Context: an optimization exercise on an open-source flow, tuned for small area, a short achievable clock period and few clock cycles per item. The choices shown serve that exercise and are no tape-out recipe. In this exercise RTL edits were held to simulation tests only and were not proved equivalent to the original. Power is estimated from default activity; no workload was simulated.

==> flow/design.v (outline; a module is shown in full before it is edited, if it fits) <==
// module dot: 1170 lines
// module dot_fa: 4 lines
module dot(input logic clk, input logic rst_n,
          output logic slave_waitrequest,
          input logic [3:0] slave_address,
          input logic slave_read, output logic [31:0] slave_readdata,
          input logic slave_write, input logic [31:0] slave_writedata,
          input logic master_waitrequest,
          output logic [31:0] master_address,
          output logic master_read, input logic [31:0] master_readdata, input logic master_readdatavalid,
          output logic master_write, output logic [31:0] master_writedata);
  // ...
==> flow/flow/run.sh <==
#!/bin/bash
export SETUP_SLACK_MARGIN=7
bash standard.sh > standard.log 2>&1
==> flow/standard.sh <==
#!/bin/bash
# synth_recipe.tcl (not shown) runs the flow's synth.tcl, then flattens the netlist and writes it again
# the make line also repeats each setting of config.mk as NAME=value (left out here)
make -C /OpenROAD-flow-scripts/flow DESIGN_CONFIG=/design/flow/config.mk WORK_HOME=/design/flow/orfs CLKGATE_MAP_FILE= SYNTH_SCRIPT=/design/flow/synth_recipe.tcl "${@:-finish}"
==> flow/config.mk <==
export PLATFORM = sky130hd
export DESIGN_NAME = dot
export DESIGN_NICKNAME = dot
export VERILOG_FILES = /design/flow/design.v
export SDC_FILE = /design/flow/constraint.sdc
export NUM_CORES = 4
export LEC_CHECK = 0
export CAP_MARGIN = 50
export CORE_MARGIN = 2
export CORE_UTILIZATION = 40
export PLACE_DENSITY = 0.6
export SLEW_MARGIN = 75
export SYNTH_HIERARCHICAL = 1
export SYNTH_MINIMUM_KEEP_SIZE = 0
==> flow/constraint.sdc <==
create_clock -name core_clock -period 11.0 [get_ports {clk}]
set_input_delay 2.2000 -clock core_clock [delete_from_list [all_inputs] [get_ports {clk}]]
set_output_delay 2.2000 -clock core_clock [all_outputs]
set_load 0.01 [all_outputs]
==> impl_results.rst, run 1 <==
.. list-table::
   :header-rows: 1

   * - Metric
     - Value
   * - Count of distinct cell types in the synthesized netlist
     - 70
   * - Area fraction of the dominant cell type after synthesis
     - around a quarter
   * - Area of placed instances
     - roughly 29000 um2
   * - Adder-cell share of the synthesized area
     - about 27%
   * - Number of global-route vias before repair
     - about 21000
   * - Estimated wirelength of the detail-placed design
     - about 67 mm
   * - Area of the mapped netlist
     - between 20000 and 30000 um2
   * - Fraction of power spent switching nets
     - roughly 46%
   * - Most frequent CP cell
     - fa_2
   * - Commonest non-fill, non-tap cells in the layout
     - fa_1 (286), xnor2_1 (274), nand2_1 (244), dfxtp_1 (229), a22oi_1 (223)
   * - ClkCell Share
     - under 10%
   * - Number of logic inverters in the finished layout
     - 58
   * - Number of setup buffers added after CTS
     - 5
   * - Quantity of hold-fixing buffers added after cts
     - 0
   * - Internal Power
     - a little over 0.005 W
   * - Worst-skew pair later-pin latency
     - between 0.5 and 0.6 ns
   * - Average vias per placed instance
     - about 5.7
   * - Instance count along the most critical hold path
     - 2
   * - Total power divided by cell area
     - about 310 nW/um2
   * - Logic depth of the worst path, buffers included
     - 12
   * - Unrepaired setup endpoints after global routing
     - true
   * - Mean routed wirelength per cell
     - 24.2 um
   * - Highest layer used for signal routing
     - met4
   * - CTS sink cnt
     - 324
   * - Min Hold Slack
     - between 0.4 and 0.5 ns
   * - CP Launch Point
     - wr[29]$_DFFE_PP_
   * - Core box area
     - between 60000 and 70000 um2
   * - Top cells by area, synth
     - fa_1 (25%), dfxtp_1 (20%), xnor2_1 (10%)
   * - Predominant post-synthesis flop cell
     - dfxtp_1
   * - Fraction of area in multi-input gates
     - between 50 and 60%
   * - Result of the run
     - finished clean
   * - Destination of the worst hold path
     - wbase[31]$_SDFFE_PN0P_
   * - Post-CTS sizing
     - 46
   * - Post-Syn Area per Cell
     - between 9 and 10 um2
   * - Antenna diode count
     - 1
   * - Power attributed to sequential cells
     - approximately 0.0018 W
   * - Cell with the most instances after synthesis
     - fa_1
   * - Destination of the worst register-to-register timing path
     - ac_x_n[15]$_DFF_P_
   * - Clock tree from TritonCTS
     - yes
   * - Share of flip-flops with an asynchronous set or reset
     - 0%
   * - Final sequential cell count
     - about 320
   * - WL final
     - 88.0 mm
Testbench counts, summed over its fixed seeds: cycles 91,778, items 45,420.
==> run 2: changes to the inputs <==
==> flow/flow/run.sh (replaced) <==
#!/bin/bash
export SETUP_SLACK_MARGIN=6.5
bash standard.sh > standard.log 2>&1
==> impl_results.rst, run 2 <==
.. list-table::
   :header-rows: 1

   * - Metric
     - Value
   * - Instance count along the most critical hold path
     - 2 (unchanged)
   * - CP top delay family
     - adder cells (unchanged)
   * - Largest net degree at the start of global routing
     - 66 (was 53)
   * - Max Fanout on Critical Path
     - 6 (was 7)
   * - CTS sink cnt
     - 324 (unchanged)
   * - Final weighted congestion in routability-driven placement
     - 0.974 (was 0.955)
   * - Cell accounting for the most synthesized area
     - fa_1 (unchanged)
   * - Congestion Overflow GR
     - 0 (unchanged)
   * - Critical path buffer and inverter count
     - 3 (unchanged)
   * - First-pass DRT Iterations
     - 5 (was 6)
   * - Synthesis-stage register bit count
     - 324 (unchanged)
   * - Critical Path AT
     - 4.73 ns (was 4.44 ns)
   * - Endpoint required time on the critical path
     - 11.45 ns (was 11.44 ns)
   * - Predominant post-synthesis flop cell
     - dfxtp_1 (unchanged)
   * - Final hold violation count
     - 0 (unchanged)
   * - Worst-skew pair later-pin latency
     - 0.58 ns (was 0.57 ns)
   * - Critical-path cell list
     - buf_2 -> buf_2 -> buf_2 -> a22oi_1 -> xnor2_1 -> fa_1 -> fa_1 -> fa_1 -> fa_1 -> fa_1 -> o22ai_1 -> nor2_1 (was buf_6 -> buf_2 -> buf_6 -> a22oi_2 -> xnor2_2 -> fa_2 -> fa_2 -> fa_2 -> fa_2 -> fa_2 -> nor2_1 -> a21oi_1)
   * - Max-slew violation total from the final report
     - 0 (unchanged)
   * - Post-Syn Area per Cell
     - 9.80 um2 (unchanged)
   * - Total power divided by cell area
     - 304 nW/um2 (was 310 nW/um2)
   * - Global-route wire length before repair
     - 131 mm (was 132 mm)
   * - Root cell of the clock tree
     - clkbuf_16 (unchanged)
   * - Die area
     - 65600 um2 (unchanged)
   * - Standard-cell rows
     - 92 (unchanged)
   * - Post-route minimum period
     - 4.28 ns (was 4.01 ns)
   * - CTS clk-pin slew, worst paths
     - 0.06 ns (about the same)
   * - Overall global routing resource usage
     - 26.0% (was 26.3%)
   * - Most frequent CP cell
     - fa_1 (was fa_2)
   * - Cell with the most instances after synthesis
     - fa_1 (unchanged)
   * - Fmax
     - 234 MHz (was 250 MHz)
   * - Most common library cell in the layout ignoring fill and taps
     - fa_1 (unchanged)
   * - Post-CTS sizing
     - 0 (was 46)
   * - Quantity of hold-fixing buffers added after cts
     - 0 (unchanged)
   * - Clock tree from TritonCTS
     - yes (unchanged)
   * - Category of the critical setup timing path
     - register to register (unchanged)
   * - Warnings from Yosys
     - 7 (unchanged)
   * - Routed via count
     - 20917 (was 20808)
   * - Core box area
     - 63000 um2 (unchanged)
   * - DRC violation count after routing
     - 0 (unchanged)
   * - Die Width
     - 256 um (unchanged)
   * - Total Power
     - 0.00915 W (was 0.00954 W)
   * - Finished Core Util
     - 47.8% (was 48.9%)
   * - Top cells by area, synth
     - fa_1 (25%), dfxtp_1 (20%), xnor2_1 (10%) (unchanged)
   * - Leakage
     - 10.4 nW (was 10.7 nW)
   * - Antenna diode count
     - 0 (was 1)
   * - Layout area overhead
     - 18.4% (was 21.0%)
   * - Number of instances in the synthesized netlist
     - 2595 (unchanged)
   * - Min Hold Slack
     - 0.452 ns (about the same)
   * - Area fraction of the dominant cell type after synthesis
     - 25.3% (unchanged)
   * - Initial antenna violation count
     - 0 (unchanged)
   * - Final setup vio count
     - 0 (unchanged)
   * - Count of placed standard cells in the final layout, fillers left out
     - 3619 (was 3638)
   * - Number of setup buffers added after CTS
     - 0 (was 5)
   * - Ranking of synthesized cells by instance count
     - fa_1 (322), xnor2_1 (290), dfxtp_1 (260), a22oi_1 (248), nand2_1 (245) (unchanged)
   * - Unrepaired setup endpoints after global routing
     - false (was true)
   * - Portion of the clock cycle consumed by the worst path in the final layout
     - 38.9% (was 36.4%)
   * - WL final
     - 86.6 mm (was 88.0 mm)
   * - Cell count after placement
     - 3545 (was 3547)
   * - Mean routed wirelength per cell
     - 23.9 um (was 24.2 um)
   * - Number of enable-type register cells in the synthesized netlist
     - 64 (unchanged)
   * - Die Height
     - 256 um (unchanged)
   * - Maximum VDD drop
     - 274 uV (was 244 uV)
   * - Commonest non-fill, non-tap cells in the layout
     - fa_1 (322), xnor2_1 (284), a22oi_1 (248), nand2_1 (244), dfxtp_1 (237) (was fa_1 (286), xnor2_1 (274), nand2_1 (244), dfxtp_1 (229), a22oi_1 (223))
   * - Fillers
     - 5794 (was 5651)
   * - Setup crit end kind
     - register (unchanged)
   * - Share of flip-flops with an asynchronous set or reset
     - 0% (unchanged)
   * - Number of ports placed on the die boundary
     - 173 (unchanged)
   * - Share of post-route cells with drive strength above 1
     - 11.2% (was 14.9%)
   * - CP Launch Type
     - register (unchanged)
   * - Count of distinct cell types in the synthesized netlist
     - 70 (unchanged)
   * - Number of clock buffers inserted by TritonCTS
     - 38 (unchanged)
   * - Remaining antenna violation count after routing
     - 0 (unchanged)
   * - Fraction of the yosys area taken by sequential cells
     - 28.0% (unchanged)
   * - Setup_tns
     - 0 ns (unchanged)
   * - Net count of the finished layout
     - 3177 (was 3193)
   * - Average vias per placed instance
     - 5.78 (was 5.72)
   * - Max-Cap Viols
     - 0 (unchanged)
   * - Critical Path Max Stage Delay
     - 0.53 ns (was 0.59 ns)
   * - Initial Utilization
     - 40.4% (unchanged)
   * - Setup skew after layout
     - 0.0233 ns (was 0.0219 ns)
   * - Area of the mapped netlist
     - 25400 um2 (unchanged)
   * - Estimated wirelength of the detail-placed design
     - 66.6 mm (was 67.2 mm)
   * - Worst r2r path cells
     - 12 (unchanged)
   * - Port Buffer Count
     - 139 (unchanged)
   * - Number of H-tree branching levels
     - 2 (unchanged)
   * - Number of global-route vias before repair
     - 21126 (was 21241)
   * - Cell type of the slowest stage on the worst timing path
     - fa_1 (was fa_2)
   * - Result of the run
     - finished clean (unchanged)
   * - Logic depth of the worst path, buffers included
     - 12 (unchanged)
   * - Clk buf depth
     - 3 (unchanged)
   * - Worst hold path class
     - register to register (unchanged)
   * - Iter 0 DRT Violations
     - 2301 (was 2327)
-- run 2: cell counts after synthesis --
No cell type changed its count.
-- run 2: Yosys stat by module, one instance, submodules excluded --
module,flip-flops and latches,copies in the design,cells
dot_fa,0,320,1
dot,324,1,2275
-- run 2: worst register-to-register path, cell delays in order, from the launching register on --
cell	delay [ns]
edfxtp_1	0.52
buf_2	0.23
buf_2	0.19
buf_2	0.16
a22oi_1	0.20
xnor2_1	0.12
fa_1	0.52
fa_1	0.53
fa_1	0.43
fa_1	0.51
fa_1	0.51
o22ai_1	0.20
nor2_1	0.06
-- run 2: logic make-up after synthesis --
logic type | Yosys count | synth area share (%)
xor gates and xnor gates | 306 | 10.5
and+or+nand+nor | 642 | 11.5
other | 2 | 0.0295
DFF | 324 | 28.0
buffers and inverters | 325 | 5.51
adders and majority gates | 358 | 27.1
muxes | 53 | 2.17
AOI/OAI and AO/OA | 585 | 15.1
-- run 2: final timing paths --
path,from,endpoint,slack (ns)
worst max-delay path,wr[29]$_DFFE_PP_,ac_m_n[0]$_DFF_P_,6.72
worst min-delay path,wbase[16]$_SDFFE_PN0P_,wbase[16]$_SDFFE_PN0P_,0.45
worst max register to register,wr[29]$_DFFE_PP_,ac_m_n[0]$_DFF_P_,6.72
worst min register to register,wbase[16]$_SDFFE_PN0P_,wbase[16]$_SDFFE_PN0P_,0.45
-- run 2: metal layers --
metal | track usage [%] | routed length (um) | up-vias
li1 | - | - | 9077
met1 | 35.5 | 35400 | 10444
met2 | 40.2 | 38700 | 1204
met3 | 5.52 | 8840 | 192
met4 | 10.7 | 3690 | 0
met5 | 0 | 0 | -
-- run 2: through the flow --
stage	setup WS (ns)	cell area [um2]
final	6.72	30100
after global placement	6.03	27300
after floorplan	6.63	25700
after global routing	6.59	30100
after detailed placement	6.28	28600
after CTS	6.73	29900
-- run 2: report_power, final --
group / total [W] / switching (W) / internal (W) / leakage [nW]
clock: 0.00132 / 0.000536 / 0.000785 / 0.629
sequential: 0.00178 / 0.000288 / 0.00149 / 2.75
combinational: 0.00605 / 0.00348 / 0.00257 / 7.07
-- run 2: cell type report --
class                   count  area (um2)  share of cell area, %
multi-input cells        2026       17400                   57.8
repair buffers            297        2880                   9.55
flip-flops and latches    324        7190                   23.9
clock inverters            18         279                  0.926
inverters                  58         277                  0.918
clock buffers              50        1030                   3.41
well taps                 846        1060                   3.51
==> run 3: changes to the inputs <==
==> flow/flow/run.sh (replaced) <==
#!/bin/bash
export SETUP_SLACK_MARGIN=7.3
bash standard.sh > standard.log 2>&1
==> impl_results.rst, run 3 <==
.. list-table::
   :header-rows: 1

   * - Metric
     - Value
   * - Share of post-route cells with drive strength above 1
     - 20.4% (was 11.2%)
   * - Top cells by area, synth
     - fa_1 (25%), dfxtp_1 (20%), xnor2_1 (10%) (unchanged)
   * - Count of distinct cell types in the synthesized netlist
     - 70 (unchanged)
   * - Unrepaired setup endpoints after global routing
     - true (was false)
   * - Initial Utilization
     - 40.4% (unchanged)
   * - Setup skew after layout
     - 0.0339 ns (was 0.0233 ns)
   * - Maximum VDD drop
     - 381 uV (was 274 uV)
   * - Most frequent CP cell
     - fa_1 (unchanged)
   * - Cell count after placement
     - 3536 (was 3545)
   * - Die area
     - 65600 um2 (unchanged)
   * - Startpoint of the worst hold path
     - wbase[2]$_SDFFE_PN0P_ (was wbase[16]$_SDFFE_PN0P_)
   * - Predominant post-synthesis flop cell
     - dfxtp_1 (unchanged)
   * - CTS clk-pin slew, worst paths
     - 0.06 ns (about the same)
   * - Worst setup slack after placement
     - 6.33 ns (was 6.28 ns)
   * - Count of placed standard cells in the final layout, fillers left out
     - 3678 (was 3619)
   * - Net count of the finished layout
     - 3233 (was 3177)
   * - CP Launch Type
     - register (unchanged)
   * - First-pass DRT Iterations
     - 6 (was 5)
   * - Max Fanout on Critical Path
     - 6 (unchanged)
   * - Final setup vio count
     - 0 (unchanged)
   * - Max-slew violation total from the final report
     - 0 (unchanged)
   * - Destination of the worst register-to-register timing path
     - ac_m_n[0]$_DFF_P_ (unchanged)
   * - Worst hold path class
     - register to register (unchanged)
   * - Ranking of synthesized cells by instance count
     - fa_1 (322), xnor2_1 (290), dfxtp_1 (260), a22oi_1 (248), nand2_1 (245) (unchanged)
   * - Congestion Overflow GR
     - 0 (unchanged)
   * - Routed via count
     - 21322 (was 20917)
   * - Setup crit end kind
     - register (unchanged)
   * - Global-route wire length before repair
     - 133 mm (was 131 mm)
   * - Warnings from Yosys
     - 7 (unchanged)
   * - Critical Path AT
     - 4.37 ns (was 4.73 ns)
   * - Estimated wirelength of the detail-placed design
     - 66.5 mm (was 66.6 mm)
   * - Most common library cell in the layout ignoring fill and taps
     - xnor2_1 (was fa_1)
   * - Critical Path Max Stage Delay
     - 0.55 ns (was 0.53 ns)
   * - Antenna diode count
     - 0 (unchanged)
   * - WL final
     - 90.9 mm (was 86.6 mm)
   * - Number of ports placed on the die boundary
     - 173 (unchanged)
   * - Iter 0 DRT Violations
     - 2241 (was 2301)
   * - Max-Cap Viols
     - 0 (unchanged)
   * - Mean routed wirelength per cell
     - 24.7 um (was 23.9 um)
   * - CTS sink cnt
     - 324 (unchanged)
   * - Category of the critical setup timing path
     - register to register (unchanged)
   * - Die Height
     - 256 um (unchanged)
   * - Die Width
     - 256 um (unchanged)
   * - Critical-path cell list
     - buf_6 -> buf_6 -> a22oi_2 -> xnor2_1 -> fa_1 -> fa_1 -> fa_2 -> fa_1 -> fa_2 -> o22ai_2 -> nor2_1 (was buf_2 -> buf_2 -> buf_2 -> a22oi_1 -> xnor2_1 -> fa_1 -> fa_1 -> fa_1 -> fa_1 -> fa_1 -> o22ai_1 -> nor2_1)
   * - Total power divided by cell area
     - 305 nW/um2 (was 304 nW/um2)
   * - Launch instance of the worst register-to-register path
     - wr[27]$_DFFE_PP_ (was wr[29]$_DFFE_PP_)
   * - Setup WS post-layout
     - 7.09 ns (was 6.72 ns)
   * - Portion of the clock cycle consumed by the worst path in the final layout
     - 35.6% (was 38.9%)
   * - Standard-cell rows
     - 92 (unchanged)
   * - Cell type of the slowest stage on the worst timing path
     - fa_1 (unchanged)
   * - Endpoint required time on the critical path
     - 11.45 ns (about the same)
   * - Clock tree from TritonCTS
     - yes (unchanged)
   * - Number of enable-type register cells in the synthesized netlist
     - 64 (unchanged)
   * - Overall global routing resource usage
     - 26.7% (was 26.0%)
   * - Area fraction of the dominant cell type after synthesis
     - 25.3% (unchanged)
   * - Instance count along the most critical hold path
     - 2 (unchanged)
   * - Destination of the worst hold path
     - wbase[2]$_SDFFE_PN0P_ (was wbase[16]$_SDFFE_PN0P_)
   * - Worst r2r path cells
     - 11 (was 12)
   * - Fmax
     - 255 MHz (was 234 MHz)
   * - Post-Syn Area per Cell
     - 9.80 um2 (unchanged)
   * - Clk buf depth
     - 3 (unchanged)
   * - Area of the mapped netlist
     - 25400 um2 (unchanged)
   * - Number of clock buffers inserted by TritonCTS
     - 39 (was 38)
   * - Leakage
     - 11.2 nW (was 10.4 nW)
   * - Setup_tns
     - 0 ns (unchanged)
   * - Port Buffer Count
     - 139 (unchanged)
   * - Cell accounting for the most synthesized area
     - fa_1 (unchanged)
   * - Number of H-tree branching levels
     - 2 (unchanged)
   * - Share of flip-flops with an asynchronous set or reset
     - 0% (unchanged)
   * - Remaining antenna violation count after routing
     - 0 (unchanged)
   * - Cell with the most instances after synthesis
     - fa_1 (unchanged)
   * - Flop-to-flop setup slack
     - 7.09 ns (was 6.72 ns)
   * - Synthesis-stage register bit count
     - 324 (unchanged)
   * - Average vias per placed instance
     - 5.80 (was 5.78)
   * - DRC violation count after routing
     - 0 (unchanged)
   * - Final weighted congestion in routability-driven placement
     - 0.955 (was 0.974)
   * - Result of the run
     - finished clean (unchanged)
   * - Number of global-route vias before repair
     - 21192 (was 21126)
   * - Post-route minimum period
     - 3.91 ns (was 4.28 ns)
   * - Initial antenna violation count
     - 3 (was 0)
   * - Worst-skew pair later-pin latency
     - 0.59 ns (was 0.58 ns)
   * - Quantity of hold-fixing buffers added after cts
     - 0 (unchanged)
   * - Root cell of the clock tree
     - clkbuf_16 (unchanged)
   * - Layout area overhead
     - 24.4% (was 18.4%)
   * - Fraction of the yosys area taken by sequential cells
     - 28.0% (unchanged)
   * - Number of instances in the synthesized netlist
     - 2595 (unchanged)
   * - Commonest non-fill, non-tap cells in the layout
     - xnor2_1 (269), fa_1 (257), nand2_1 (241), a22oi_1 (206), nor2_1 (185) (was fa_1 (322), xnor2_1 (284), a22oi_1 (248), nand2_1 (244), dfxtp_1 (237))
   * - Core box area
     - 63000 um2 (unchanged)
   * - Fillers
     - 5609 (was 5794)
   * - Final hold violation count
     - 0 (unchanged)
   * - Largest net degree at the start of global routing
     - 52 (was 66)
## run 3: cell counts after synthesis
Identical to the previous run, type by type.
## run 3: power breakdown
| group | total (W) | switching, W | internal [W] |
|---|---|---|---|
| sequential | 0.00182 | 0.000294 | 0.00152 |
| combinational | 0.00647 | 0.00365 | 0.00282 |
| clock | 0.00135 | 0.000554 | 0.000798 |
## run 3: worst max path at each step
stage / end / startpoint / slack [ns]
after floorplan: ac_m_n[0]$_DFF_P_ / wr[29]$_DFFE_PP_ / 7.30
after global placement: as_m_n[0]$_DFF_P_ / master_readdatavalid / 6.00
after detailed placement: as_m_n[0]$_DFF_P_ / master_readdatavalid / 6.33
after CTS: ac_x_n[4]$_DFF_P_ / wr[18]$_DFFE_PP_ / 7.08
after global routing: ac_x_n[5]$_DFF_P_ / wr[15]$_DFFE_PP_ / 7.00
final: ac_m_n[0]$_DFF_P_ / wr[27]$_DFFE_PP_ / 7.09
## run 3: cell families after synthesis
| group | Yosys count | share of synthesized area (%) |
|---|---|---|
| AND/OR/NAND/NOR | 642 | 11.5 |
| AO/OA/AOI/OAI | 585 | 15.1 |
| adder cells (fa/ha/maj) | 358 | 27.1 |
| buffers and inverters | 325 | 5.51 |
| flip-flops | 324 | 28.0 |
| XOR/XNOR | 306 | 10.5 |
| multiplexers | 53 | 2.17 |
| other | 2 | 0.0295 |
## run 3: layout make-up
| type | instances | area (um2) | area share (%) |
|---|---|---|---|
| repair buffers | 351 | 3620 | 11.5 |
| multi-input cells | 2026 | 18000 | 56.9 |
| well taps | 846 | 1060 | 3.35 |
| flip-flops and latches | 324 | 7280 | 23.0 |
| clock inverters | 22 | 274 | 0.866 |
| repair inverters | 1 | 8.76 | 0.0277 |
| clock buffers | 50 | 1080 | 3.41 |
| inverters | 58 | 322 | 1.02 |
## run 3: metal layers
layer	track usage [%]	vias to the layer above	part of all wire, %
li1	-	9179	-
met1	36.1	10678	40
met2	40.9	1244	45
met3	6.79	217	11
met4	10.4	4	4.3
met5	0	-	0.025
## run 3: modules after synthesis, one instance, submodules excluded
module,cells inside,cell area (um2),flip-flops and latches,times used
dot,2275,19000,324,1
dot_fa,1,20.0,0,320
## run 3: worst max-delay path: cells and delay by family (launching register included)
family,cells,cell delay (ns)
AO/OA/AOI/OAI,2,0.32
AND/OR/NAND/NOR,1,0.05
adder cells (fa/ha/maj),5,2.47
buffers and inverters,2,0.31
XOR/XNOR,1,0.16
flip-flops,1,0.50
## run 3: metrics by stage
stage | utilization, % | hold slack [ns] | area [um2] | power, W
2_1_floorplan | - | 0.433 | 25700 | 0.00508
3_3_place_gp | 43.3 | 0.439 | 27300 | 0.00757
3_5_place_dp | 45.4 | 0.446 | 28600 | 0.00765
4_1_cts | 48.7 | 0.455 | 30700 | 0.00930
5_1_grt | 50.2 | 0.471 | 31600 | 0.0101
6_report | 50.2 | 0.452 | 31600 | 0.00964
## run 3: repair_timing
item                                    4_1_cts  5_1_grt
resized for setup                           250      109
buffers inserted                             26       34
pin swaps                                   115      115
cloned                                        1        6
endpoints found under the setup margin      145       78
==> run 4: changes to the inputs <==
==> flow/run.sh (new file) <==
#!/bin/bash
# synth_recipe.tcl (not shown) runs the flow's synth.tcl, then flattens the netlist and writes it again
# the make line also repeats each setting of config.mk as NAME=value (left out here)
make -C /OpenROAD-flow-scripts/flow DESIGN_CONFIG=/design/flow/config.mk WORK_HOME=/design/flow/orfs CLKGATE_MAP_FILE= SYNTH_SCRIPT=/design/flow/synth_recipe.tcl finish
removed: flow/flow/run.sh
removed: flow/standard.sh
==> impl_results.rst, run 4 <==
.. list-table::
   :header-rows: 1

   * - Metric
     - Value
   * - Average vias per placed instance
     - 5.78 (was 5.80)
   * - Congestion Overflow GR
     - 0 (unchanged)
   * - Setup skew after layout
     - 0.0233 ns (was 0.0339 ns)
   * - Cell with the most instances after synthesis
     - fa_1 (unchanged)
   * - Synthesis-stage register bit count
     - 324 (unchanged)
   * - Part of the power in the clock network
     - 14.4% (was 14.0%)
   * - Root cell of the clock tree
     - clkbuf_16 (unchanged)
   * - Post-Syn Area per Cell
     - 9.80 um2 (unchanged)
   * - Global-route wire length before repair
     - 131 mm (was 133 mm)
   * - Combinational power share
     - 66.1% (was 67.1%)
   * - Number of enable-type register cells in the synthesized netlist
     - 64 (unchanged)
   * - Routed via count
     - 20917 (was 21322)
   * - Startpoint of the worst hold path
     - wbase[16]$_SDFFE_PN0P_ (was wbase[2]$_SDFFE_PN0P_)
   * - Mean routed wirelength per cell
     - 23.9 um (was 24.7 um)
   * - Initial Utilization
     - 40.4% (unchanged)
   * - Worst hold path class
     - register to register (unchanged)
   * - Port Buffer Count
     - 139 (unchanged)
   * - Core box area
     - 63000 um2 (unchanged)
   * - Max-Cap Viols
     - 0 (unchanged)
   * - Worst setup slack after placement
     - 6.28 ns (was 6.33 ns)
   * - Share of flip-flops with an asynchronous set or reset
     - 0% (unchanged)
   * - Area of the mapped netlist
     - 25400 um2 (unchanged)
   * - Number of ports placed on the die boundary
     - 173 (unchanged)
   * - Result of the run
     - finished clean (unchanged)
   * - Share of power burned in registers
     - 19.5% (was 18.8%)
   * - Category of the critical setup timing path
     - register to register (unchanged)
   * - Net switching component of the power
     - 0.00431 W (was 0.00450 W)
   * - Setup WS post-layout
     - 6.72 ns (was 7.09 ns)
   * - Number of instances in the synthesized netlist
     - 2595 (unchanged)
   * - Antenna diode count
     - 0 (unchanged)
   * - Max-slew violation total from the final report
     - 0 (unchanged)
   * - Number of global-route vias before repair
     - 21126 (was 21192)
   * - Layout area overhead
     - 18.4% (was 24.4%)
   * - Post-CTS sizing
     - 0 (was 250)
   * - Clk buf depth
     - 3 (unchanged)
   * - Fraction of the yosys area taken by sequential cells
     - 28.0% (unchanged)
   * - Number of clock buffers inserted by TritonCTS
     - 38 (was 39)
   * - Final weighted congestion in routability-driven placement
     - 0.974 (was 0.955)
   * - Unrepaired setup endpoints after global routing
     - false (was true)
   * - Ranking of synthesized cells by instance count
     - fa_1 (322), xnor2_1 (290), dfxtp_1 (260), a22oi_1 (248), nand2_1 (245) (unchanged)
   * - Die area
     - 65600 um2 (unchanged)
   * - WL final
     - 86.6 mm (was 90.9 mm)
   * - Endpoint required time on the critical path
     - 11.45 ns (about the same)
   * - Remaining antenna violation count after routing
     - 0 (unchanged)
   * - Standard-cell rows
     - 92 (unchanged)
   * - Total power divided by cell area
     - 304 nW/um2 (was 305 nW/um2)
   * - Leakage
     - 10.4 nW (was 11.2 nW)
   * - Fraction of power spent switching nets
     - 47.0% (was 46.7%)
   * - Number of setup buffers added after CTS
     - 0 (was 26)
   * - Portion of the clock cycle consumed by the worst path in the final layout
     - 38.9% (was 35.6%)
   * - Instance count along the most critical hold path
     - 2 (unchanged)
   * - First-pass DRT Iterations
     - 5 (was 6)
   * - Final non-filler cell area
     - 30100 um2 (was 31600 um2)
   * - Worst-skew pair later-pin latency
     - 0.58 ns (was 0.59 ns)
   * - Count of distinct cell types in the synthesized netlist
     - 70 (unchanged)
   * - Final setup vio count
     - 0 (unchanged)
   * - Area fraction of the dominant cell type after synthesis
     - 25.3% (unchanged)
   * - Warnings from Yosys
     - 7 (unchanged)
   * - Final hold violation count
     - 0 (unchanged)
   * - Number of H-tree branching levels
     - 2 (unchanged)
   * - Fillers
     - 5794 (was 5609)
   * - CTS sink cnt
     - 324 (unchanged)
   * - Internal Power
     - 0.00485 W (was 0.00514 W)
   * - Maximum VDD drop
     - 274 uV (was 381 uV)
   * - Quantity of hold-fixing buffers added after cts
     - 0 (unchanged)
   * - Worst r2r path cells
     - 12 (was 11)
   * - Die Height
     - 256 um (unchanged)
   * - Cell accounting for the most synthesized area
     - fa_1 (unchanged)
   * - Flop-to-flop setup slack
     - 6.72 ns (was 7.09 ns)
   * - Fmax
     - 234 MHz (was 255 MHz)
   * - Destination of the worst hold path
     - wbase[16]$_SDFFE_PN0P_ (was wbase[2]$_SDFFE_PN0P_)
   * - CP Launch Type
     - register (unchanged)
   * - Largest net degree at the start of global routing
     - 66 (was 52)
   * - Max Fanout on Critical Path
     - 6 (unchanged)
   * - Share of post-route cells with drive strength above 1
     - 11.2% (was 20.4%)
   * - Setup crit end kind
     - register (unchanged)
   * - Setup_tns
     - 0 ns (unchanged)
   * - Launch instance of the worst register-to-register path
     - wr[29]$_DFFE_PP_ (was wr[27]$_DFFE_PP_)
   * - Initial antenna violation count
     - 0 (was 3)
   * - Estimated wirelength of the detail-placed design
     - 66.6 mm (was 66.5 mm)
   * - CTS clk-pin slew, worst paths
     - 0.06 ns (about the same)
   * - DRC violation count after routing
     - 0 (unchanged)
   * - Commonest non-fill, non-tap cells in the layout
     - fa_1 (322), xnor2_1 (284), a22oi_1 (248), nand2_1 (244), dfxtp_1 (237) (was xnor2_1 (269), fa_1 (257), nand2_1 (241), a22oi_1 (206), nor2_1 (185))
   * - Destination of the worst register-to-register timing path
     - ac_m_n[0]$_DFF_P_ (unchanged)
   * - Area of placed instances
     - 28600 um2 (about the same)
   * - Iter 0 DRT Violations
     - 2301 (was 2241)
   * - Overall global routing resource usage
     - 26.0% (was 26.7%)
   * - Most common library cell in the layout ignoring fill and taps
     - fa_1 (was xnor2_1)
   * - Min Hold Slack
     - 0.452 ns (about the same)
   * - Post-route minimum period
     - 4.28 ns (was 3.91 ns)
   * - Net count of the finished layout
     - 3177 (was 3233)
   * - Top cells by area, synth
     - fa_1 (25%), dfxtp_1 (20%), xnor2_1 (10%) (unchanged)
   * - Critical Path AT
     - 4.73 ns (was 4.37 ns)
   * - Clock tree from TritonCTS
     - yes (unchanged)
   * - Die Width
     - 256 um (unchanged)
   * - Predominant post-synthesis flop cell
     - dfxtp_1 (unchanged)
## run 4: worst max-delay path by stage
stage                    startpoint           endpoint  cells after the start
2_1_floorplan  master_readdatavalid    btwo[2]$_DFF_P_                      7
3_3_place_gp   master_readdatavalid  as_m_n[0]$_DFF_P_                     10
3_5_place_dp   master_readdatavalid  as_m_n[0]$_DFF_P_                     11
4_1_cts            wr[29]$_DFFE_PP_  ac_m_n[0]$_DFF_P_                     12
5_1_grt            wr[29]$_DFFE_PP_  ac_m_n[0]$_DFF_P_                     12
6_report           wr[29]$_DFFE_PP_  ac_m_n[0]$_DFF_P_                     12
## run 4: modules after synthesis (local to each module, per instance)
module | copies in the design | cells inside | flops+latches | cell area, um2
dot | 1 | 2275 | 324 | 19000
dot_fa | 320 | 1 | 0 | 20.0
## run 4: through the flow
stage                     cells  power (W)  util, %
after floorplan            2675    0.00508        -
after global placement     3421    0.00755     43.3
after detailed placement   3545    0.00767     45.4
after CTS                  3613    0.00904     47.5
after global routing       3619    0.00965     47.8
final                      3619    0.00915     47.8
## run 4: final cells by class
type	count	area, um2	share of cell area [%]
clock buffer	50	1030	3.41
clock inverter	18	279	0.926
inverter	58	277	0.918
multi-input combinational	2026	17400	57.8
sequential	324	7190	23.9
tap	846	1060	3.51
timing repair buffer	297	2880	9.55
## run 4: worst max-delay path, stage by stage (launching register included)
cell,delay [ns]
edfxtp_1,0.52
buf_2,0.23
buf_2,0.19
buf_2,0.16
a22oi_1,0.20
xnor2_1,0.12
fa_1,0.51
fa_1,0.53
fa_1,0.43
fa_1,0.51
fa_1,0.51
o22ai_1,0.20
nor2_1,0.06
## run 4: power by group through the flow
stage                     clock network [W]  logic (W)  registers (W)
after global placement                    0    0.00571        0.00184
after global routing                0.00139    0.00646        0.00180
final                               0.00132    0.00605        0.00178
after detailed placement                  0    0.00587        0.00180
after floorplan                           0    0.00344        0.00164
after CTS                           0.00135    0.00592        0.00177
## run 4: cells by family (layout without fill, tap and decap cells)
group / after synthesis / count (layout) / share of synthesized area [%]
and+or+nand+nor: 642 / 642 / 11.5
AOI/OAI and AO/OA: 585 / 585 / 15.1
adders and majority gates: 358 / 358 / 27.1
buffers and inverters: 325 / 423 / 5.51
DFF: 324 / 324 / 28.0
xor gates and xnor gates: 306 / 306 / 10.5
muxes: 53 / 53 / 2.17
other: 2 / 82 / 0.0295
## run 4: routing by layer
| metal | GRT usage (%) | vias to the layer above | wire length [um] | part of all wire, % |
|---|---|---|---|---|
| li1 | - | 9077 | - | - |
| met5 | 0 | - | 0 | 0 |
| met2 | 40.2 | 1204 | 38700 | 45 |
| met4 | 10.7 | 0 | 3690 | 4.3 |
| met1 | 35.5 | 10444 | 35400 | 41 |
| met3 | 5.52 | 192 | 8840 | 10 |
==> run 5: changes to the inputs <==
==> flow/flow/run.sh (new file) <==
#!/bin/bash
export SETUP_SLACK_MARGIN=7.2
bash standard.sh > standard.log 2>&1
==> flow/standard.sh (new file) <==
#!/bin/bash
# synth_recipe.tcl (not shown) runs the flow's synth.tcl, then flattens the netlist and writes it again
# the make line also repeats each setting of config.mk as NAME=value (left out here)
make -C /OpenROAD-flow-scripts/flow DESIGN_CONFIG=/design/flow/config.mk WORK_HOME=/design/flow/orfs CLKGATE_MAP_FILE= SYNTH_SCRIPT=/design/flow/synth_recipe.tcl "${@:-finish}"
--- a/flow/config.mk
+++ b/flow/config.mk
@@ -7,8 +7,8 @@
 export LEC_CHECK = 0
 export CAP_MARGIN = 50
 export CORE_MARGIN = 2
-export CORE_UTILIZATION = 40
-export PLACE_DENSITY = 0.6
+export CORE_UTILIZATION = 55
+export PLACE_DENSITY = 0.7
 export SLEW_MARGIN = 75
 export SYNTH_HIERARCHICAL = 1
 export SYNTH_MINIMUM_KEEP_SIZE = 0
removed: flow/run.sh
==> impl_results.rst, run 5 <==
.. list-table::
   :header-rows: 1

   * - Metric
     - Value
   * - Max Fanout on Critical Path
     - 6 (unchanged)
   * - Largest net degree at the start of global routing
     - 62 (was 66)
   * - Setup WS post-layout
     - 7.05 ns (was 6.72 ns)
   * - Setup_tns
     - 0 ns (unchanged)
   * - Area fraction of the dominant cell type after synthesis
     - 25.3% (unchanged)
   * - Core box area
     - 45500 um2 (was 63000 um2)
   * - Part of the power in the clock network
     - 12.9% (was 14.4%)
   * - Die Height
     - 219 um (was 256 um)
   * - Max-slew violation total from the final report
     - 0 (unchanged)
   * - Area of the mapped netlist
     - 25400 um2 (unchanged)
   * - Max-Cap Viols
     - 0 (unchanged)
   * - CTS sink cnt
     - 324 (unchanged)
   * - Number of global-route vias before repair
     - 21907 (was 21126)
   * - Global-route wire length before repair
     - 131 mm (about the same)
   * - Overall global routing resource usage
     - 36.5% (was 26.0%)
   * - Net count of the finished layout
     - 3222 (was 3177)
   * - Share of power burned in registers
     - 19.0% (was 19.5%)
   * - Antenna diode count
     - 0 (unchanged)
   * - Net switching component of the power
     - 0.00441 W (was 0.00431 W)
   * - Min Hold Slack
     - 0.452 ns (about the same)
   * - Root cell of the clock tree
     - clkbuf_16 (unchanged)
   * - Share of post-route cells with drive strength above 1
     - 20.0% (was 11.2%)
   * - Cell accounting for the most synthesized area
     - fa_1 (unchanged)
   * - Endpoint required time on the critical path
     - 11.46 ns (was 11.45 ns)
   * - Flop-to-flop setup slack
     - 7.05 ns (was 6.72 ns)
   * - Iter 0 DRT Violations
     - 2829 (was 2301)
   * - Fraction of power spent switching nets
     - 46.5% (was 47.0%)
   * - Internal Power
     - 0.00507 W (was 0.00485 W)
   * - Leakage
     - 10.9 nW (was 10.4 nW)
   * - Setup crit end kind
     - register (unchanged)
   * - Combinational power share
     - 68.0% (was 66.1%)
   * - Post-Syn Area per Cell
     - 9.80 um2 (unchanged)
   * - Standard-cell rows
     - 78 (was 92)
   * - Mean routed wirelength per cell
     - 26.4 um (was 23.9 um)
   * - Critical-path cell list
     - buf_6 -> buf_6 -> buf_6 -> a22oi_2 -> xnor2_2 -> fa_2 -> fa_2 -> fa_2 -> fa_1 -> fa_2 -> o22ai_2 -> nor2_1 (was buf_2 -> buf_2 -> buf_2 -> a22oi_1 -> xnor2_1 -> fa_1 -> fa_1 -> fa_1 -> fa_1 -> fa_1 -> o22ai_1 -> nor2_1)
   * - CP Launch Type
     - register (unchanged)
   * - Worst r2r path cells
     - 12 (unchanged)
   * - Layout area overhead
     - 22.0% (was 18.4%)
   * - Estimated wirelength of the detail-placed design
     - 64.7 mm (was 66.6 mm)
   * - WL final
     - 90.2 mm (was 86.6 mm)
   * - Worst setup slack after placement
     - 6.49 ns (was 6.28 ns)
   * - Unrepaired setup endpoints after global routing
     - true (was false)
   * - Warnings from Yosys
     - 7 (unchanged)
   * - Fraction of the yosys area taken by sequential cells
     - 28.0% (unchanged)
   * - Destination of the worst register-to-register timing path
     - ac_m_n[1]$_DFF_P_ (was ac_m_n[0]$_DFF_P_)
   * - Setup skew after layout
     - 0.0252 ns (was 0.0233 ns)
   * - Worst hold path class
     - register to register (unchanged)
   * - Critical Path AT
     - 4.41 ns (was 4.73 ns)
   * - Fillers
     - 3449 (was 5794)
   * - Remaining antenna violation count after routing
     - 0 (unchanged)
   * - Number of H-tree branching levels
     - 2 (unchanged)
   * - Post-route minimum period
     - 3.95 ns (was 4.28 ns)
   * - Portion of the clock cycle consumed by the worst path in the final layout
     - 35.9% (was 38.9%)
   * - Predominant post-synthesis flop cell
     - dfxtp_1 (unchanged)
   * - Cell with the most instances after synthesis
     - fa_1 (unchanged)
   * - First-pass DRT Iterations
     - 10 (was 5)
   * - Number of enable-type register cells in the synthesized netlist
     - 64 (unchanged)
   * - Number of clock buffers inserted by TritonCTS
     - 38 (unchanged)
   * - Routed via count
     - 22112 (was 20917)
   * - Die area
     - 48000 um2 (was 65600 um2)
   * - CTS clk-pin slew, worst paths
     - 0.06 ns (about the same)
   * - Most frequent CP cell
     - fa_2 (was fa_1)
   * - Category of the critical setup timing path
     - register to register (unchanged)
   * - Launch instance of the worst register-to-register path
     - wr[28]$_DFFE_PP_ (was wr[29]$_DFFE_PP_)
   * - Clock tree from TritonCTS
     - yes (unchanged)
   * - CP Launch Point
     - wr[28]$_DFFE_PP_ (was wr[29]$_DFFE_PP_)
   * - Final hold violation count
     - 0 (unchanged)
   * - Number of ports placed on the die boundary
     - 173 (unchanged)
   * - Cell type of the slowest stage on the worst timing path
     - fa_2 (was fa_1)
   * - Timing endpoint of the critical path
     - ac_m_n[1]$_DFF_P_ (was ac_m_n[0]$_DFF_P_)
   * - Total power divided by cell area
     - 305 nW/um2 (was 304 nW/um2)
   * - Fmax
     - 253 MHz (was 234 MHz)
   * - Port Buffer Count
     - 139 (unchanged)
   * - Final setup vio count
     - 0 (unchanged)
   * - Commonest non-fill, non-tap cells in the layout
     - xnor2_1 (268), fa_1 (253), nand2_1 (241), a22oi_1 (204), nor2_1 (186) (was fa_1 (322), xnor2_1 (284), a22oi_1 (248), nand2_1 (244), dfxtp_1 (237))
   * - Worst-skew pair later-pin latency
     - 0.58 ns (about the same)
   * - Synthesis-stage register bit count
     - 324 (unchanged)
   * - Initial antenna violation count
     - 0 (unchanged)
   * - Critical Path Max Stage Delay
     - 0.58 ns (was 0.53 ns)
   * - Count of distinct cell types in the synthesized netlist
     - 70 (unchanged)
   * - Maximum VDD drop
     - 243 uV (was 274 uV)
   * - Initial Utilization
     - 55.9% (was 40.4%)
   * - Ranking of synthesized cells by instance count
     - fa_1 (322), xnor2_1 (290), dfxtp_1 (260), a22oi_1 (248), nand2_1 (245) (unchanged)
   * - Congestion Overflow GR
     - 0 (unchanged)
   * - Number of instances in the synthesized netlist
     - 2595 (unchanged)
   * - DRC violation count after routing
     - 0 (unchanged)
   * - Die Width
     - 219 um (was 256 um)
   * - Share of flip-flops with an asynchronous set or reset
     - 0% (unchanged)
   * - Result of the run
     - finished clean (unchanged)
   * - Clk buf depth
     - 3 (unchanged)
   * - Average vias per placed instance
     - 6.47 (was 5.78)
   * - Quantity of hold-fixing buffers added after cts
     - 0 (unchanged)
   * - Most common library cell in the layout ignoring fill and taps
     - xnor2_1 (was fa_1)
   * - Top cells by area, synth
     - fa_1 (25%), dfxtp_1 (20%), xnor2_1 (10%) (unchanged)
   * - Final weighted congestion in routability-driven placement
     - 0.974 (about the same)
==> run 5: cell counts after synthesis <==
No cell type changed its count.
==> run 5: repair_timing <==
action	CTS	global route
pin swaps	105	103
endpoints found under the setup margin	97	90
gates cloned	0	2
buffers inserted	24	16
gates resized for setup	204	115
==> run 5: power by group through the flow <==
| stage | combinational [W] | clock, W | sequential [W] |
|---|---|---|---|
| final | 0.00645 | 0.00123 | 0.00180 |
| after detailed placement | 0.00575 | 0 | 0.00178 |
| after floorplan | 0.00344 | 0 | 0.00164 |
| after global placement | 0.00555 | 0 | 0.00183 |
| after CTS | 0.00605 | 0.00123 | 0.00178 |
| after global routing | 0.00675 | 0.00128 | 0.00182 |
==> run 5: cell type report <==
cell class,count,area (um2),share of cell area (%)
multi-input combinational,2026,18100,58.2
clock buffer,57,1070,3.45
inverter,58,289,0.931
clock inverter,11,114,0.367
sequential,324,7280,23.4
tap,600,751,2.42
timing repair buffer,342,3470,11.2
==> run 5: layer usage <==
| layer | wire, um | part of all wire, % | track usage, % | vias to the layer above |
|---|---|---|---|---|
| met2 | 38800 | 43 | 53.7 | 1709 |
| met5 | 0 | 0 | 0 | - |
| met1 | 34400 | 38 | 49.8 | 10856 |
| met3 | 12200 | 13 | 11.9 | 388 |
| met4 | 4970 | 5.5 | 15.0 | 0 |
| li1 | - | - | - | 9159 |
==> run 5: worst min-delay path by stage <==
| stage | slack [ns] | from | end | depth (start not counted) |
|---|---|---|---|---|
| after floorplan | 0.43 | wbase[10]$_SDFFE_PN0P_ | wbase[10]$_SDFFE_PN0P_ | 2 |
| after global placement | 0.44 | wbase[13]$_SDFFE_PN0P_ | wbase[13]$_SDFFE_PN0P_ | 2 |
| after detailed placement | 0.45 | xbase[27]$_SDFFE_PN0P_ | xbase[27]$_SDFFE_PN0P_ | 2 |
| after CTS | 0.45 | xbase[27]$_SDFFE_PN0P_ | xbase[27]$_SDFFE_PN0P_ | 2 |
| after global routing | 0.47 | master_address[10]$_SDFFE_PN0P_ | master_address[10]$_SDFFE_PN0P_ | 2 |
| final | 0.45 | xbase[27]$_SDFFE_PN0P_ | xbase[27]$_SDFFE_PN0P_ | 2 |
==> run 5: cell families (layout without fill, tap and decap cells) <==
family	Yosys count	after routing	share of synthesized area, %
mux	53	53	2.17
compound gates	585	585	15.1
buf+inv	325	468	5.51
other cells	2	82	0.0295
simple gates	642	642	11.5
fa+ha+maj	358	358	27.1
xor+xnor	306	306	10.5
flops	324	324	28.0
==> run 5: Yosys stat by module (local to each module, per instance) <==
module  cells  cell area, um2  copies in the design
dot_fa      1            20.0                   320
dot      2275           19000                     1
==> run 5: metrics by stage <==
step / area [um2] / power [W] / utilization (%) / instances
after floorplan: 25700 / 0.00508 / - / 2675
after global placement: 27000 / 0.00738 / 59.3 / 3175
after detailed placement: 28300 / 0.00753 / 62.2 / 3302
after CTS: 30200 / 0.00905 / 66.5 / 3394
after global routing: 31000 / 0.00985 / 68.2 / 3418
final: 31000 / 0.00948 / 68.2 / 3418
==> run 5: critical path, delay by kind of cell (launching register included) <==
kind                     cells  cell delay [ns]
adder cells (fa/ha/maj)      5             2.40
XOR/XNOR                     1             0.11
AND/OR/NAND/NOR              1             0.05
flip-flops                   1             0.49
AO/OA/AOI/OAI                2             0.35
buffers and inverters        3             0.43
==> run 6: changes to the inputs <==
==> flow/flow/run.sh (replaced) <==
#!/bin/bash
export SETUP_SLACK_MARGIN=7
bash standard.sh > standard.log 2>&1
==> impl_results.rst, run 6 <==
.. list-table::
   :header-rows: 1

   * - Metric
     - Value
   * - Result of the run
     - finished clean (unchanged)
   * - Startpoint of the worst hold path
     - wbase[3]$_SDFFE_PN0P_ (was xbase[27]$_SDFFE_PN0P_)
   * - Overall global routing resource usage
     - 36.0% (was 36.5%)
   * - Mean routed wirelength per cell
     - 25.4 um (was 26.4 um)
   * - Most common library cell in the layout ignoring fill and taps
     - fa_1 (was xnor2_1)
   * - Count of distinct cell types in the synthesized netlist
     - 70 (unchanged)
   * - Commonest non-fill, non-tap cells in the layout
     - fa_1 (292), xnor2_1 (279), nand2_1 (242), dfxtp_1 (236), a22oi_1 (230) (was xnor2_1 (268), fa_1 (253), nand2_1 (241), a22oi_1 (204), nor2_1 (186))
   * - Cell count after placement
     - 3302 (unchanged)
   * - Final setup vio count
     - 0 (unchanged)
   * - Clk buf depth
     - 3 (unchanged)
   * - Setup crit end kind
     - register (unchanged)
   * - Number of global-route vias before repair
     - 21515 (was 21907)
   * - Synthesized-area fraction occupied by xor and xnor cells
     - 10.5% (unchanged)
   * - Largest net degree at the start of global routing
     - 62 (unchanged)
   * - CP Launch Type
     - register (unchanged)
   * - Post-route minimum period
     - 4.03 ns (was 3.95 ns)
   * - Setup_tns
     - 0 ns (unchanged)
   * - Number of H-tree branching levels
     - 2 (unchanged)
   * - Final weighted congestion in routability-driven placement
     - 0.974 (unchanged)
   * - Congestion Overflow GR
     - 0 (unchanged)
   * - Largest family of logic cells by synthesized area
     - adder cells (unchanged)
   * - Number of ports placed on the die boundary
     - 173 (unchanged)
   * - Adder-cell share of the synthesized area
     - 27.1% (unchanged)
   * - CTS clk-pin slew, worst paths
     - 0.06 ns (about the same)
   * - Portion of the clock cycle consumed by the worst path in the final layout
     - 36.7% (was 35.9%)
   * - Unrepaired setup endpoints after global routing
     - true (unchanged)
   * - Remaining antenna violation count after routing
     - 0 (unchanged)
   * - Initial Utilization
     - 55.9% (unchanged)
   * - Core box area
     - 45500 um2 (unchanged)
   * - Routed via count
     - 21521 (was 22112)
   * - Compound-cell area share of the yosys netlist
     - 15.1% (unchanged)
   * - CTS sink cnt
     - 324 (unchanged)
   * - Max Fanout on Critical Path
     - 4 (was 6)
   * - Total power divided by cell area
     - 307 nW/um2 (was 305 nW/um2)
   * - Share of post-route cells with drive strength above 1
     - 13.7% (was 20.0%)
   * - Endpoint required time on the critical path
     - 11.46 ns (about the same)
   * - Maximum VDD drop
     - 239 uV (was 243 uV)
   * - Max-slew violation total from the final report
     - 0 (unchanged)
   * - Number of instances in the synthesized netlist
     - 2595 (unchanged)
   * - Fmax
     - 248 MHz (was 253 MHz)
   * - First-pass DRT Iterations
     - 7 (was 10)
   * - Synthesis-stage register bit count
     - 324 (unchanged)
   * - Cell accounting for the most synthesized area
     - fa_1 (unchanged)
   * - Predominant post-synthesis flop cell
     - dfxtp_1 (unchanged)
   * - Number of enable-type register cells in the synthesized netlist
     - 64 (unchanged)
   * - Quantity of hold-fixing buffers added after cts
     - 0 (unchanged)
   * - Die area
     - 48000 um2 (unchanged)
   * - Warnings from Yosys
     - 7 (unchanged)
   * - Post-synthesis simple-gate area fraction
     - 11.5% (unchanged)
   * - Setup WS post-layout
     - 6.97 ns (was 7.05 ns)
   * - DRC violation count after routing
     - 0 (unchanged)
   * - Count of placed standard cells in the final layout, fillers left out
     - 3389 (was 3418)
   * - Estimated wirelength of the detail-placed design
     - 64.7 mm (unchanged)
   * - WL final
     - 86.0 mm (was 90.2 mm)
   * - Initial antenna violation count
     - 0 (unchanged)
   * - Net count of the finished layout
     - 3191 (was 3222)
   * - Share of flip-flops with an asynchronous set or reset
     - 0% (unchanged)
   * - Cell with the most instances after synthesis
     - fa_1 (unchanged)
   * - Ranking of synthesized cells by instance count
     - fa_1 (322), xnor2_1 (290), dfxtp_1 (260), a22oi_1 (248), nand2_1 (245) (unchanged)
   * - Root cell of the clock tree
     - clkbuf_16 (unchanged)
   * - Top cells by area, synth
     - fa_1 (25%), dfxtp_1 (20%), xnor2_1 (10%) (unchanged)
   * - Leakage
     - 10.5 nW (was 10.9 nW)
   * - Worst setup slack after placement
     - 6.49 ns (unchanged)
   * - Die Width
     - 219 um (unchanged)
   * - Iter 0 DRT Violations
     - 2612 (was 2829)
   * - Category of the critical setup timing path
     - register to register (unchanged)
   * - Layout area overhead
     - 18.4% (was 22.0%)
   * - Final hold violation count
     - 0 (unchanged)
   * - Area of the mapped netlist
     - 25400 um2 (unchanged)
   * - Number of clock buffers inserted by TritonCTS
     - 38 (unchanged)
   * - Setup skew after layout
     - 0.0266 ns (was 0.0252 ns)
   * - Post-Syn Area per Cell
     - 9.80 um2 (unchanged)
   * - Launch instance of the worst register-to-register path
     - wr[31]$_DFFE_PP_ (was wr[28]$_DFFE_PP_)
   * - Global-route wire length before repair
     - 129 mm (was 131 mm)
   * - Die Height
     - 219 um (unchanged)
   * - Standard-cell rows
     - 78 (unchanged)
   * - Worst-skew pair later-pin latency
     - 0.57 ns (was 0.58 ns)
   * - Port Buffer Count
     - 139 (unchanged)
   * - Clock tree from TritonCTS
     - yes (unchanged)
   * - Mux share of post-synthesis cell area
     - 2.17% (unchanged)
   * - CP Launch Point
     - wr[31]$_DFFE_PP_ (was wr[28]$_DFFE_PP_)
   * - Area fraction of the dominant cell type after synthesis
     - 25.3% (unchanged)
   * - Max-Cap Viols
     - 0 (unchanged)
   * - Critical Path AT
     - 4.49 ns (was 4.41 ns)
   * - Average vias per placed instance
     - 6.35 (was 6.47)
   * - Fraction of the yosys area taken by sequential cells
     - 28.0% (unchanged)
   * - Worst hold path class
     - register to register (unchanged)
## run 6: cell counts after synthesis
No cell type changed its count.
## run 6: cells by family after synthesis
logic type,count (synthesis)
adder cells (fa/ha/maj),358
AO/OA/AOI/OAI,585
XOR/XNOR,306
buffers and inverters,325
other,2
flip-flops,324
AND/OR/NAND/NOR,642
multiplexers,53
## run 6: final timing paths
check	endpoint	depth (start not counted)	slack (ns)
hold reg to reg	wbase[3]$_SDFFE_PN0P_	2	0.45
setup / recovery	ac_m_n[0]$_DFF_P_	12	6.97
hold / removal	wbase[3]$_SDFFE_PN0P_	2	0.45
setup reg to reg	ac_m_n[0]$_DFF_P_	12	6.97
## run 6: layout make-up
class,instances,area (um2)
clock inverter,11,114
antenna,2,5.00
sequential,324,7190
timing repair buffer,311,3010
tap,600,751
clock buffer,57,1070
inverter,58,289
multi-input combinational,2026,17700
fill,3613,15400
## run 6: Yosys stat by module, one instance, submodules excluded
module,area [um2],flip-flops and latches
dot,19000,324
dot_fa,20.0,0
## run 6: where the power goes
group / switching, W / internal [W] / total, W / leakage [nW]
Clock: 0.000518 / 0.000702 / 0.00122 / 0.576
Sequential: 0.000279 / 0.00149 / 0.00177 / 2.75
Combinational: 0.00350 / 0.00275 / 0.00625 / 7.19
Total: 0.00430 / 0.00494 / 0.00924 / 10.5
## run 6: critical path, cell delays in order, from the launching register on
cell	delay, ns
edfxtp_1	0.46
buf_6	0.17
buf_6	0.13
buf_4	0.13
a22oi_1	0.20
xnor2_1	0.17
fa_2	0.52
fa_1	0.54
fa_2	0.38
fa_1	0.51
fa_2	0.50
o22ai_1	0.18
nor2_1	0.05
## run 6: timing repair
action / in CTS / in global routing
pin swaps: 11 / 40
setup endpoints to repair: 16 / 54
buffers inserted: 3 / 9
endpoints found under the hold margin: 0 / 0
resized for setup: 20 / 78
## run 6: metrics by stage
stage	utilization [%]	hold slack (ns)	total power (W)	cell area, um2
after floorplan	-	0.433	0.00508	25700
after global placement	59.3	0.440	0.00738	27000
after detailed placement	62.2	0.446	0.00753	28300
after CTS	65.0	0.454	0.00886	29600
after global routing	66.2	0.470	0.00968	30100
final	66.2	0.453	0.00924	30100
## run 6: layer usage
layer / GRT usage [%] / vias to the layer above / share of wire (%)
li1: - / 9101 / -
met1: 49.5 / 10662 / 39
met2: 53.1 / 1499 / 44
met3: 11.3 / 259 / 13
met4: 14.0 / 0 / 4.4
met5: 0 / - / 0
==> run 7: changes to the inputs <==
--- a/flow/config.mk
+++ b/flow/config.mk
@@ -5,10 +5,10 @@
 export SDC_FILE = /design/flow/constraint.sdc
 export NUM_CORES = 4
 export LEC_CHECK = 0
-export CAP_MARGIN = 50
+export CAP_MARGIN = 20
 export CORE_MARGIN = 2
 export CORE_UTILIZATION = 55
 export PLACE_DENSITY = 0.7
-export SLEW_MARGIN = 75
+export SLEW_MARGIN = 20
 export SYNTH_HIERARCHICAL = 1
 export SYNTH_MINIMUM_KEEP_SIZE = 0
==> impl_results.rst, run 7 <==
.. list-table::
   :header-rows: 1

   * - Metric
     - Value
   * - Result of the run
     - finished clean (unchanged)
   * - Launch instance of the worst register-to-register path
     - btwo[0]$_DFF_P_ (was wr[31]$_DFFE_PP_)
   * - Area of the mapped netlist
     - 25400 um2 (unchanged)
   * - Post-route minimum period
     - 4.03 ns (about the same)
   * - DRC violation count after routing
     - 0 (unchanged)
   * - CP Launch Type
     - register (unchanged)
   * - Commonest non-fill, non-tap cells in the layout
     - fa_1 (320), xnor2_1 (287), a22oi_1 (248), dfxtp_1 (245), nand2_1 (243) (was fa_1 (292), xnor2_1 (279), nand2_1 (242), dfxtp_1 (236), a22oi_1 (230))
   * - Leakage
     - 10.1 nW (was 10.5 nW)
   * - Die area
     - 48000 um2 (unchanged)
   * - Initial antenna violation count
     - 1 (was 0)
   * - Max-slew violation total from the final report
     - 0 (unchanged)
   * - Area of placed instances
     - 27000 um2 (was 28300 um2)
   * - Cell with the most instances after synthesis
     - fa_1 (unchanged)
   * - Final non-filler cell area
     - 29200 um2 (was 30100 um2)
   * - WL final
     - 87.9 mm (was 86.0 mm)
   * - Worst Tran Pin Value
     - 0.988 ns
   * - Setup crit end kind
     - register (unchanged)
   * - Overall global routing resource usage
     - 35.9% (was 36.0%)
   * - Synthesis-stage register bit count
     - 324 (unchanged)
   * - Critical Path AT
     - 4.47 ns (was 4.49 ns)
   * - Routed via count
     - 21505 (was 21521)
   * - Post-Syn Area per Cell
     - 9.80 um2 (unchanged)
   * - Max-slew headroom at the worst pin
     - roughly 34%
   * - Iter 0 DRT Violations
     - 2970 (was 2612)
   * - Layout area overhead
     - 14.8% (was 18.4%)
   * - Port Buffer Count
     - 139 (unchanged)
   * - Fraction of power spent switching nets
     - 47.1% (was 46.5%)
   * - Quantity of hold-fixing buffers added after cts
     - 0 (unchanged)
   * - Die Width
     - 219 um (unchanged)
   * - Setup_tns
     - 0 ns (unchanged)
   * - Standard-cell rows
     - 78 (unchanged)
   * - Clk buf depth
     - 3 (unchanged)
   * - Ranking of synthesized cells by instance count
     - fa_1 (322), xnor2_1 (290), dfxtp_1 (260), a22oi_1 (248), nand2_1 (245) (unchanged)
   * - Top cells by area, synth
     - fa_1 (25%), dfxtp_1 (20%), xnor2_1 (10%) (unchanged)
   * - Warnings from Yosys
     - 7 (unchanged)
   * - Number of H-tree branching levels
     - 2 (unchanged)
   * - Fmax
     - 248 MHz (about the same)
   * - Remaining antenna violation count after routing
     - 0 (unchanged)
   * - CTS clk-pin slew, worst paths
     - 0.06 ns (about the same)
   * - Count of distinct cell types in the synthesized netlist
     - 70 (unchanged)
   * - Number of global-route vias before repair
     - 21270 (was 21515)
   * - Die Height
     - 219 um (unchanged)
   * - Area fraction of the dominant cell type after synthesis
     - 25.3% (unchanged)
   * - Antenna diode count
     - 0 (was 2)
   * - Min Hold Slack
     - 0.451 ns (was 0.453 ns)
   * - Core box area
     - 45500 um2 (unchanged)
   * - CTS sink cnt
     - 324 (unchanged)
   * - Instance count along the most critical hold path
     - 2 (unchanged)
   * - Net count of the finished layout
     - 3115 (was 3191)
   * - Cell accounting for the most synthesized area
     - fa_1 (unchanged)
   * - Flop-to-flop setup slack
     - 6.97 ns (about the same)
   * - Share of post-route cells with drive strength above 1
     - 8.12% (was 13.7%)
   * - Largest net degree at the start of global routing
     - 66 (was 62)
   * - Predominant post-synthesis flop cell
     - dfxtp_1 (unchanged)
   * - Met3 wirelength from detailed routing
     - 12.2 mm (was 10.8 mm)
   * - Root cell of the clock tree
     - clkbuf_16 (unchanged)
   * - Most common library cell in the layout ignoring fill and taps
     - fa_1 (unchanged)
   * - Worst hold path class
     - register to register (unchanged)
   * - Final setup vio count
     - 0 (unchanged)
   * - Category of the critical setup timing path
     - register to register (unchanged)
   * - Net switching component of the power
     - 0.00428 W (was 0.00430 W)
   * - Number of ports placed on the die boundary
     - 173 (unchanged)
   * - Portion of the clock cycle consumed by the worst path in the final layout
     - 36.6% (was 36.7%)
   * - First-pass DRT Iterations
     - 7 (unchanged)
   * - Unrepaired setup endpoints after global routing
     - true (unchanged)
   * - Area occupied by multi-input gates
     - 17300 um2 (was 17700 um2)
   * - Final hold violation count
     - 0 (unchanged)
   * - Destination of the worst hold path
     - xbase[11]$_SDFFE_PN0P_ (was wbase[3]$_SDFFE_PN0P_)
   * - Max-Cap Viols
     - 0 (unchanged)
   * - Part of the power in the clock network
     - 13.9% (was 13.2%)
   * - Internal Power
     - 0.00481 W (was 0.00494 W)
   * - Destination of the worst register-to-register timing path
     - ac_m_n[1]$_DFF_P_ (was ac_m_n[0]$_DFF_P_)
   * - Final weighted congestion in routability-driven placement
     - 0.974 (unchanged)
   * - Fillers
     - 3726 (was 3613)
   * - Startpoint of the worst hold path
     - xbase[11]$_SDFFE_PN0P_ (was wbase[3]$_SDFFE_PN0P_)
   * - Routed length on met2
     - 37.3 mm (was 37.5 mm)
   * - Worst r2r path cells
     - 10 (was 12)
   * - Share of power burned in registers
     - 19.8% (was 19.2%)
   * - Met1 layer wirelength in the final routing
     - 33.8 mm (was 33.9 mm)
   * - Number of enable-type register cells in the synthesized netlist
     - 64 (unchanged)
   * - Endpoint required time on the critical path
     - 11.45 ns (was 11.46 ns)
   * - Worst-skew pair later-pin latency
     - 0.57 ns (about the same)
   * - Number of instances in the synthesized netlist
     - 2595 (unchanged)
   * - Initial Utilization
     - 55.9% (unchanged)
   * - Average vias per placed instance
     - 6.50 (was 6.35)
   * - Max Fanout on Critical Path
     - 32 (was 4)
   * - Global-route wire length before repair
     - 129 mm (about the same)
   * - Estimated wirelength of the detail-placed design
     - 59.3 mm (was 64.7 mm)
   * - Fraction of the yosys area taken by sequential cells
     - 28.0% (unchanged)
   * - Mean routed wirelength per cell
     - 26.6 um (was 25.4 um)
   * - Maximum VDD drop
     - 238 uV (was 239 uV)
   * - Congestion Overflow GR
     - 0 (unchanged)
   * - Seq. cell area
     - 7170 um2 (was 7190 um2)
   * - Share of flip-flops with an asynchronous set or reset
     - 0% (unchanged)
   * - Clock tree from TritonCTS
     - yes (unchanged)
   * - Setup skew after layout
     - 0.0302 ns (was 0.0266 ns)
   * - Highest layer used for signal routing
     - met5 (was met4)
   * - Total power divided by cell area
     - 312 nW/um2 (was 307 nW/um2)
   * - Number of clock buffers inserted by TritonCTS
     - 38 (unchanged)
   * - Combinational power share
     - 66.2% (was 67.6%)
[run 7: power groups by stage]
stage	clock (W)	sequential (W)	combinational [W]
floorplan	0	0.00164	0.00344
global placement	0	0.00183	0.00555
detailed placement	0	0.00183	0.00566
CTS	0.00127	0.00179	0.00574
global route	0.00132	0.00181	0.00633
finish	0.00126	0.00180	0.00602
[run 7: worst max-delay path by stage]
stage	from	endpoint	slack, ns	cells after the start
2_1_floorplan	master_readdatavalid	btwo[2]$_DFF_P_	7.23	7
3_3_place_gp	master_readdatavalid	as_m_n[0]$_DFF_P_	5.49	10
3_5_place_dp	master_readdatavalid	as_m_n[0]$_DFF_P_	5.42	10
4_1_cts	master_readdatavalid	as_m_n[0]$_DFF_P_	6.94	10
5_1_grt	master_readdatavalid	as_m_n[0]$_DFF_P_	6.90	10
6_report	btwo[0]$_DFF_P_	ac_m_n[1]$_DFF_P_	6.97	10
[run 7: layout make-up]
cell class              count  area share, %
clock buffers              56           3.69
clock inverters             9          0.523
inverters                  58          0.874
multi-input cells        2026           59.2
flip-flops and latches    324           24.6
well taps                 600           2.57
repair buffers            235           8.53
[run 7: kinds of logic after synthesis]
| kind of cell | share of synthesized area (%) |
|---|---|
| fa+ha+maj | 27.1 |
| other cells | 0.0295 |
| simple gates | 11.5 |
| xor+xnor | 10.5 |
| compound gates | 15.1 |
| flops | 28.0 |
| mux | 2.17 |
| buf+inv | 5.51 |
[run 7: Yosys stat by module, one instance, submodules excluded]
module / area (um2) / times used / cells
dot_fa: 20.0 / 320 / 1
dot: 19000 / 1 / 2275
[run 7: metrics by stage]
step | setup WS, ns | total power [W] | util [%] | std cells
floorplan | 7.23 | 0.00508 | - | 2675
global placement | 5.49 | 0.00738 | 59.3 | 3175
detailed placement | 5.42 | 0.00749 | 59.3 | 3175
CTS | 6.94 | 0.00879 | 63.5 | 3293
global route | 6.90 | 0.00946 | 64.2 | 3308
finish | 6.97 | 0.00909 | 64.2 | 3308
[run 7: timing repair]
| item | 4_1_cts | 5_1_grt |
|---|---|---|
| setup buffers | 53 | 12 |
| gates cloned | 0 | 2 |
| hold endpoints to repair | 0 | 0 |
| setup endpoints to repair | 145 | 83 |
| pin swaps | 0 | 3 |
| resized for setup | 26 | 37 |
[run 7: per-layer routing]
layer | vias up | global-route usage (%)
met5 | - | 0
met4 | 2 | 16.1
met3 | 317 | 12.1
met2 | 1605 | 51.7
met1 | 10657 | 49.2
li1 | 8924 | -
[run 7: critical path: stages, from the launching register on]
cell and delay (ns):
dfxtp_1 0.40, buf_12 0.24, o21ai_0 0.18, xnor2_2 0.41
fa_1 0.48, fa_1 0.48, fa_1 0.40, fa_1 0.51
fa_1 0.51, o22ai_1 0.23, nor2_1 0.05

re-timing with driven ports:
No port has a modelled driver above. Below, the same layouts with a new extraction and two added sets of constraints. Step 1 assumes that a clkbuf_16 drives the clock port and a buf_2 every other input. Step 2, shift: input delay + t, output delay - t, t = (earliest + latest rising clock arrival at the registers) / 2. This alone moves slack from input paths to output paths. Slacks: ideal ports / drivers / drivers and shift; pairs: ideal ports / drivers.
| run | t, ns | setup slack, ns | worst hold slack (ns) | worst register clock-pin slew, ns |
|---|---|---|---|---|
| run 1 | 0.623 | 6.993 / 6.967 / 6.528 | 0.452 / 0.452 / 0.452 | 0.06 / 0.06 |
| run 2 | 0.629 | 6.721 / 6.721 / 6.363 | 0.452 / 0.452 / 0.452 | 0.06 / 0.06 |
| run 3 | 0.631 | 7.085 / 7.085 / 6.688 | 0.452 / 0.452 / 0.452 | 0.07 / 0.07 |
| run 4 | 0.629 | 6.721 / 6.721 / 6.363 | 0.452 / 0.452 / 0.452 | 0.06 / 0.06 |
| run 5 | 0.622 | 7.051 / 7.051 / 6.637 | 0.452 / 0.452 / 0.452 | 0.07 / 0.07 |
| run 6 | 0.614 | 6.967 / 6.955 / 6.531 | 0.453 / 0.453 / 0.453 | 0.07 / 0.07 |
| run 7 | 0.611 | 6.972 / 6.949 / 6.425 | 0.451 / 0.451 / 0.451 | 0.06 / 0.06 |
After both steps setup and hold are still met in every run listed. The setup slack of run 7, which loses most, moves by -0.023 ns with the drivers and by -0.547 ns with both steps.
